This design comes from an exercise in tuning for small area on the open sky130 flow, not from production work.
The RTL was checked by simulation tests, not by an equivalence proof against the original design.
Power is estimated from default activity; no workload was simulated.

job 101:
## Game
module Game
	(
		input clk,
		input rst,
		input ps2_clk,
		input ps2_dat,
        output vga_hs,
        output vga_vs,
		output[2:0] vga_rgb
	);
For scale: ~1,200 cells after synthesis, ~9 I/O pins, about 0.0086 sq mm of cells after synthesis.
==> flow/config.mk <==
export PLATFORM = sky130hd
export DESIGN_NAME = Game
export DESIGN_NICKNAME = Game
export VERILOG_FILES = /design/flow/design.v
export SDC_FILE = /design/flow/constraint.sdc
export NUM_CORES = 4
export LEC_CHECK = 0
export CAP_MARGIN = 20
export CORE_MARGIN = 2
export CORE_UTILIZATION = 60
export SLEW_MARGIN = 20
==> flow/constraint.sdc <==
create_clock -name core_clock -period 11.0 [get_ports {clk}]
set_input_delay 2.2000 -clock core_clock [delete_from_list [all_inputs] [get_ports {clk}]]
set_output_delay 2.2000 -clock core_clock [all_outputs]
set_load 0.01 [all_outputs]
standard.sh (not shown) runs the stock make flow with config.mk's settings and CLKGATE_MAP_FILE= SYNTH_SCRIPT=/design/flow/synth_recipe.tcl, a recipe that flattens the netlist after the stock synthesis.
==> flow/flow/run.sh <==
#!/bin/bash
# Layout flow: the standard synthesis, then the combinational logic is
# mapped again for area (flip-flops kept as they are: same instances, names
# and cell types), then the standard layout from floorplan to finish.
set -euo pipefail
W=$PWD
R=$W/orfs/results/$FLOW_PLATFORM/Game/base
L=$W/orfs/logs/$FLOW_PLATFORM/Game/base
bash standard.sh $R/1_2_yosys.v > std_synth.log 2>&1
cp $R/1_2_yosys.v $W/1_2_yosys.std.v
bash flow/remap.sh $W/1_2_yosys.std.v $W/1_2_yosys.remap.v $L/1_2_yosys.log $W/flow/abc_area.script > remap.log 2>&1
cp $W/1_2_yosys.remap.v $R/1_2_yosys.v
# clock tree: clkbuf_8 buffers and no dummy loads (the default tree uses
# clkbuf_16 and adds dummy loads for balance)
bash standard.sh "CTS_ARGS=-sink_clustering_enable -repair_clock_nets -dont_use_dummy_load -buf_list sky130_fd_sc_hd__clkbuf_8" finish > std_flow.log 2>&1
==> flow/flow/abc_area.script <==
strash
dc2
dch
map -a
strash
dc2
dch
map -a
strash
dch
map -a
topo
==> flow/flow/remap.sh <==
#!/bin/bash
# remap.sh IN.v OUT.v YOSYSLOG ABCSCRIPT: maps the combinational logic of a
# mapped netlist again for area; the flip-flops (their instances, names and
# cell types) are kept as they are.
set -euo pipefail
IN=$1; OUT=$2; YLOG=$3; ABCS=$4
LIB=$FLOW_HOME/platforms/sky130hd/lib/sky130_fd_sc_hd__tt_025C_1v80.lib
DU=$(grep -o -- "-dont_use [A-Za-z0-9_]*" "$YLOG" | sort -u | tr '\n' ' ')
SEQ=$(python3 - "$LIB" <<'P'
import re, sys
t = open(sys.argv[1]).read()
cells = re.split(r'\n\s*cell\s*\(\s*"?', t)[1:]
print(' '.join(re.match(r'(\w+)', c).group(1) for c in cells
      if re.search(r'\b(ff|latch|statetable|ff_bank)\s*\(', c) or 'clock_gating' in c))
P
)
cat > remap.ys <<Y
read_liberty -ignore_miss_func $LIB
blackbox $SEQ
read_verilog $IN
hierarchy -top Game
flatten
opt_clean -purge
abc -script $ABCS -liberty $LIB $DU
opt_clean -purge
hilomap -singleton -hicell sky130_fd_sc_hd__conb_1 HI -locell sky130_fd_sc_hd__conb_1 LO
splitnets
opt_clean -purge
tee -o remap_stat.txt stat -liberty $LIB
write_verilog -noattr -nohex -nodec $OUT
Y
YS=${YOSYS_EXE:-$(command -v yosys || echo $FLOW_HOME/../tools/install/yosys/bin/yosys)}
"$YS" -s remap.ys
Job 101: all stages complete, timing, DRC and antenna checks passed
Input-level comparison between job 102 and job 101:
==> flow/flow/run.sh <==
#!/bin/bash
# Layout flow: the standard synthesis, then the combinational logic is
# mapped again for area with a few ABC scripts, smallest kept (flip-flops kept as they are: same instances, names
# and cell types), then the standard layout from floorplan to finish.
set -euo pipefail
W=$PWD
R=$W/orfs/results/$FLOW_PLATFORM/Game/base
L=$W/orfs/logs/$FLOW_PLATFORM/Game/base
bash standard.sh $R/1_2_yosys.v > std_synth.log 2>&1
cp $R/1_2_yosys.v $W/1_2_yosys.std.v
bash flow/search.sh $W/1_2_yosys.std.v $W/1_2_yosys.remap.v $L/1_2_yosys.log > remap.log 2>&1
cp $W/1_2_yosys.remap.v $R/1_2_yosys.v
# clock tree: clkbuf_8 buffers and no dummy loads (the default tree uses
# clkbuf_16 and adds dummy loads for balance)
# ports: buffered with buf_1 (the default picks a larger delay buffer)
bash standard.sh "BUFFER_PORTS_ARGS=-inputs -outputs -buffer_cell sky130_fd_sc_hd__buf_1" "CTS_ARGS=-sink_clustering_enable -repair_clock_nets -dont_use_dummy_load -buf_list sky130_fd_sc_hd__clkbuf_8" finish > std_flow.log 2>&1
==> flow/flow/abc_b1.script (new file) <==
strash
dc2
dch
map -a
strash
dc2
dch
map -a
strash
dc2
dch
map -a
strash
dch
map -a
topo
==> flow/flow/abc_b6.script (new file) <==
strash
dc2
dch
map -a
strash
dc2
dch
map -a
strash
dc2
dch
map -a
strash
dch
amap
topo
==> flow/flow/abc_b8.script (new file) <==
strash
dc2
dch
amap
strash
dc2
dch
amap
strash
dc2
dch
amap
topo
==> flow/flow/abc_c1.script (new file) <==
strash
dc2
dch
map -a
strash
dc2
dch
map -a
strash
dc2
dch
map -a
strash
dc2
dch
map -a
strash
dc2
dch
map -a
strash
dch
amap
topo
--- a/flow/flow/remap.sh
+++ b/flow/flow/remap.sh
@@ -32,2 +32,6 @@
 YS=${YOSYS_EXE:-$(command -v yosys || echo $FLOW_HOME/../tools/install/yosys/bin/yosys)}
-"$YS" -s remap.ys
+# keep the standard netlist if the mapping failed or lost logic
+if ! "$YS" -s remap.ys; then cp "$IN" "$OUT"; exit 0; fi
+NI=$(grep -c "sky130_fd_sc_hd__" "$IN" || true)
+NO=$(grep -c "sky130_fd_sc_hd__" "$OUT" || true)
+if [ "$NO" -lt $((NI / 2)) ]; then echo "remap lost logic ($NO of $NI cells): kept the standard netlist"; cp "$IN" "$OUT"; fi
==> flow/flow/search.sh (new file) <==
#!/bin/bash
# search.sh IN.v OUT.v YOSYSLOG: maps the logic again with each ABC script
# in flow/abc_*.script, for a few rounds, and keeps the smallest netlist.
set -euo pipefail
IN=$1; OUT=$2; YLOG=$3
FL=$(cd "$(dirname "$0")" && pwd)
cur=$IN
area() { grep "Chip area" "$1" | awk '{print $NF}'; }
best=""
for round in 1 2 3; do
  rbest=""; rarea=""
  for s in "$FL"/abc_*.script; do
    n=$(basename "$s" .script)
    d=remap_r${round}_$n; mkdir -p $d
    ( cd $d && bash "$FL/remap.sh" "$cur" "$PWD/out.v" "$YLOG" "$s" > remap.log 2>&1 ) || continue
    [ -f $d/remap_stat.txt ] || continue
    a=$(area $d/remap_stat.txt)
    echo "round $round $n: $a"
    if [ -z "$rarea" ] || python3 -c "import sys; sys.exit(0 if $a < $rarea else 1)"; then rarea=$a; rbest=$PWD/$d/out.v; fi
  done
  [ -n "$rbest" ] || break
  if [ -n "$best" ] && ! python3 -c "import sys; sys.exit(0 if $rarea < $barea else 1)"; then break; fi
  best=$rbest; barea=$rarea; cur=$rbest
  echo "round $round best: $barea ($best)"
done
if [ -n "$best" ]; then cp "$best" "$OUT"; else cp "$IN" "$OUT"; fi
removed: flow/flow/abc_area.script
==> summary.txt <==
- Going from job 101 to job 102, worst setup slack down 0.25 ns; fraction of area in clock buffers and inverters picked up an extra 0.16 points; worst slew margin relative to its limit rose 3.9 points; clock network power share ~0 delta.
- For detailed-route DRC error count, job 101 and job 102 come out practically identical.
What job 103 does differently from job 102 at the input level:
--- a/flow/flow/run.sh
+++ b/flow/flow/run.sh
@@ -14,3 +14,2 @@
 # clkbuf_16 and adds dummy loads for balance)
-# ports: buffered with buf_1 (the default picks a larger delay buffer)
-bash standard.sh "BUFFER_PORTS_ARGS=-inputs -outputs -buffer_cell sky130_fd_sc_hd__buf_1" "CTS_ARGS=-sink_clustering_enable -repair_clock_nets -dont_use_dummy_load -buf_list sky130_fd_sc_hd__clkbuf_8" finish > std_flow.log 2>&1
+bash standard.sh "CTS_ARGS=-sink_clustering_enable -repair_clock_nets -dont_use_dummy_load -buf_list sky130_fd_sc_hd__clkbuf_8" finish > std_flow.log 2>&1
Results
Job 103 does better than job 102 on worst hold slack.
Job 103 packs its core tighter than job 102.
Total number of vias for job 103 is higher than for job 102.
Against job 102, job 103 comes in 0.94 points higher on post-route clock period utilization.
Going from job 102 to job 103, instance area at placement grows by 0.52%.
Job 103 reports its kind of critical path as flip-flop to output pin while job 102 reports flip-flop to flip-flop.
> inputs changed (job 103 -> job 104)
--- a/flow/flow/run.sh
+++ b/flow/flow/run.sh
@@ -2,3 +2,3 @@
 # Layout flow: the standard synthesis, then the combinational logic is
-# mapped again for area with a few ABC scripts, smallest kept (flip-flops kept as they are: same instances, names
+# mapped again for area (flip-flops kept as they are: same instances, names
 # and cell types), then the standard layout from floorplan to finish.
@@ -10,3 +10,3 @@
 cp $R/1_2_yosys.v $W/1_2_yosys.std.v
-bash flow/search.sh $W/1_2_yosys.std.v $W/1_2_yosys.remap.v $L/1_2_yosys.log > remap.log 2>&1
+bash flow/remap.sh $W/1_2_yosys.std.v $W/1_2_yosys.remap.v $L/1_2_yosys.log $W/flow/abc_area.script > remap.log 2>&1
 cp $W/1_2_yosys.remap.v $R/1_2_yosys.v
==> flow/flow/abc_area.script (new file) <==
strash
dc2
dch
map -a
strash
dc2
dch
map -a
strash
dc2
dch
map -a
strash
dch
amap
topo
removed: flow/flow/abc_b1.script
removed: flow/flow/abc_b6.script
removed: flow/flow/abc_b8.script
removed: flow/flow/abc_c1.script
removed: flow/flow/search.sh
### Flow results
Against job 103, final area in job 104 came out worse.
Of job 104 and job 103, it is job 104 that has the lower fraction of met1 tracks used by global routing.
Compared with job 103, job 104 shows a share of the cycle needed by the critical path after routing that is 1.4 points higher.
Compared with job 103, job 104 supports a lower clock frequency.
Critical path data arrival time in job 104 vs job 103: up 0.15 ns
In the floorplan summary, job 104 is listed with a die area greater than that of job 103.
Job 104 -> job 103: average footprint of a synthesized cell flat
Job 103 → job 104: switching power of the nets higher, minimum period implied by the final worst setup slack saw an increase.

Another version of the RTL of Game (not shown whole).
Size in the first run: about 1200 cells after synthesis, roughly 9 I/O pins, ~8800 sq um of cells after synthesis.
Settings: LEC_CHECK=0, CAP_MARGIN=20, CORE_MARGIN=2, CORE_UTILIZATION=60, SLEW_MARGIN=20; clock period 11.0 ns.
==> flow/flow/run.sh <==
#!/bin/bash
# Layout flow: the standard synthesis, then the combinational logic is
# mapped again for area (flip-flops kept as they are: same instances, names
# and cell types), then the standard layout from floorplan to finish.
set -euo pipefail
W=$PWD
R=$W/orfs/results/$FLOW_PLATFORM/Game/base
L=$W/orfs/logs/$FLOW_PLATFORM/Game/base
bash standard.sh $R/1_2_yosys.v > std_synth.log 2>&1
cp $R/1_2_yosys.v $W/1_2_yosys.std.v
bash flow/remap.sh $W/1_2_yosys.std.v $W/1_2_yosys.remap.v $L/1_2_yosys.log $W/flow/abc_area.script > remap.log 2>&1
cp $W/1_2_yosys.remap.v $R/1_2_yosys.v
bash standard.sh > std_flow.log 2>&1
==> flow/flow/abc_area.script <==
strash
dc2
dch
map -a
strash
dc2
dch
map -a
strash
dch
map -a
topo
==> flow/flow/remap.sh <==
#!/bin/bash
# remap.sh IN.v OUT.v YOSYSLOG ABCSCRIPT: maps the combinational logic of a
# mapped netlist again for area; the flip-flops (their instances, names and
# cell types) are kept as they are.
set -euo pipefail
IN=$1; OUT=$2; YLOG=$3; ABCS=$4
LIB=$FLOW_HOME/platforms/sky130hd/lib/sky130_fd_sc_hd__tt_025C_1v80.lib
DU=$(grep -o -- "-dont_use [A-Za-z0-9_]*" "$YLOG" | sort -u | tr '\n' ' ')
SEQ=$(python3 - "$LIB" <<'P'
import re, sys
t = open(sys.argv[1]).read()
cells = re.split(r'\n\s*cell\s*\(\s*"?', t)[1:]
print(' '.join(re.match(r'(\w+)', c).group(1) for c in cells
      if re.search(r'\b(ff|latch|statetable|ff_bank)\s*\(', c) or 'clock_gating' in c))
P
)
cat > remap.ys <<Y
read_liberty -ignore_miss_func $LIB
blackbox $SEQ
read_verilog $IN
hierarchy -top Game
flatten
opt_clean -purge
abc -script $ABCS -liberty $LIB $DU
opt_clean -purge
hilomap -singleton -hicell sky130_fd_sc_hd__conb_1 HI -locell sky130_fd_sc_hd__conb_1 LO
splitnets
opt_clean -purge
tee -o remap_stat.txt stat -liberty $LIB
write_verilog -noattr -nohex -nodec $OUT
Y
YS=${YOSYS_EXE:-$(command -v yosys || echo $FLOW_HOME/../tools/install/yosys/bin/yosys)}
"$YS" -s remap.ys
The starting point finished clean.
==> next run, changes <==
==> flow/run.sh (new file) <==
#!/bin/bash
# synth_recipe.tcl (not shown) runs the flow's synth.tcl, then flattens the netlist and writes it again
# the make line also repeats each setting of config.mk as NAME=value (left out here)
make -C /OpenROAD-flow-scripts/flow DESIGN_CONFIG=/design/flow/config.mk WORK_HOME=/design/flow/orfs CLKGATE_MAP_FILE= SYNTH_SCRIPT=/design/flow/synth_recipe.tcl finish
removed: flow/flow/run.sh
removed: flow/flow/abc_area.script
removed: flow/flow/remap.sh
removed: flow/standard.sh
The new run passed the timing, DRC and antenna checks.
Via count went up by 3.6%.
Clock power went down by about 2%.
Register-to-register slack gets better by 0.26 ns.

Another version of the RTL of Game (not shown whole).
Size in the first run: roughly 1200 cells after synthesis, roughly 280 flip-flops, roughly 0.015 mm^2 of cells after synthesis.
==> flow/config.mk <==
export PLATFORM = sky130hd
export DESIGN_NAME = Game
export DESIGN_NICKNAME = Game
export VERILOG_FILES = /design/flow/design.v
export SDC_FILE = /design/flow/constraint.sdc
export NUM_CORES = 4
export LEC_CHECK = 0
export CAP_MARGIN = 20
export CORE_MARGIN = 2
export CORE_UTILIZATION = 60
export SLEW_MARGIN = 20
export SYNTH_HIERARCHICAL = 1
==> flow/constraint.sdc <==
create_clock -name core_clock -period 11.0 [get_ports {clk}]
set_input_delay 2.2000 -clock core_clock [delete_from_list [all_inputs] [get_ports {clk}]]
set_output_delay 2.2000 -clock core_clock [all_outputs]
set_load 0.01 [all_outputs]
run.sh (not shown) runs the stock make flow with config.mk's settings and CLKGATE_MAP_FILE= SYNTH_SCRIPT=/design/flow/synth_recipe.tcl, a recipe that flattens the netlist after the stock synthesis.
Stock flow here: none of the scripts above is used.
Change:
- CORE_UTILIZATION: 60 -> 40
- SYNTH_HIERARCHICAL: 1 -> unset
Outcome:
- The new run passed the timing, DRC and antenna checks
- power rose by 9.0%
- first-iteration DRC count rose by 98%
- critical path depth fell by 6
- via count rose by 38%
- design area rose by 14%
- worst setup slack is worse by 0.11 ns
- routed wire length rose by 64%
- maximum frequency fell by 1.3%

separate check: timing with driven ports:
In the flow no input, the clock included, has a driving cell. The finished layouts below were timed again as built, in two steps. Step 1 assumes that a clkbuf_16 drives the clock port and a buf_2 every other input. Step 2 moves the port delays by t, midway between the first and last clock arrival at a register: inputs arrive t later, outputs are due t later. That takes back most of the time a late clock gives input paths. a / b / c = ideal / step 1 / step 2; a / b = the first two.
| run | shift t [ns] | setup slack, ns | worst setup path after step 2 | latest minus earliest clock arrival (ns) | cell pins on the clock port's net |
|---|---|---|---|---|---|
| job 101 | 0.488 | 4.526 / 4.487 / 4.975 | register to output | 0.040 / 0.039 | 1 |
| job 102 | 0.479 | 4.275 / 4.275 / 4.275 | register to register | 0.035 / 0.034 | 1 |
| job 103 | 0.481 | 4.172 / 4.134 / 4.432 | register to register | 0.024 / 0.024 | 1 |
| job 104 | 0.490 | 4.021 / 3.979 / 4.447 | register to register | 0.027 / 0.027 | 1 |
| the first run of note 2 | 0.469 | 4.791 / 4.791 / 4.791 | register to register | 0.014 / 0.014 | 1 |
| the second run of note 2 | 0.482 | 3.885 / 3.838 / 4.320 | register to output | 0.010 / 0.010 | 1 |
| the first run of note 3 | 0.607 | 2.761 / 2.714 / 3.321 | register to output | 0.017 / 0.018 | 1 |
| the second run of note 3 | 0.637 | 2.652 / 2.599 / 3.235 | register to output | 0.033 / 0.033 | 1 |
After both steps setup and hold are still met in every run listed.
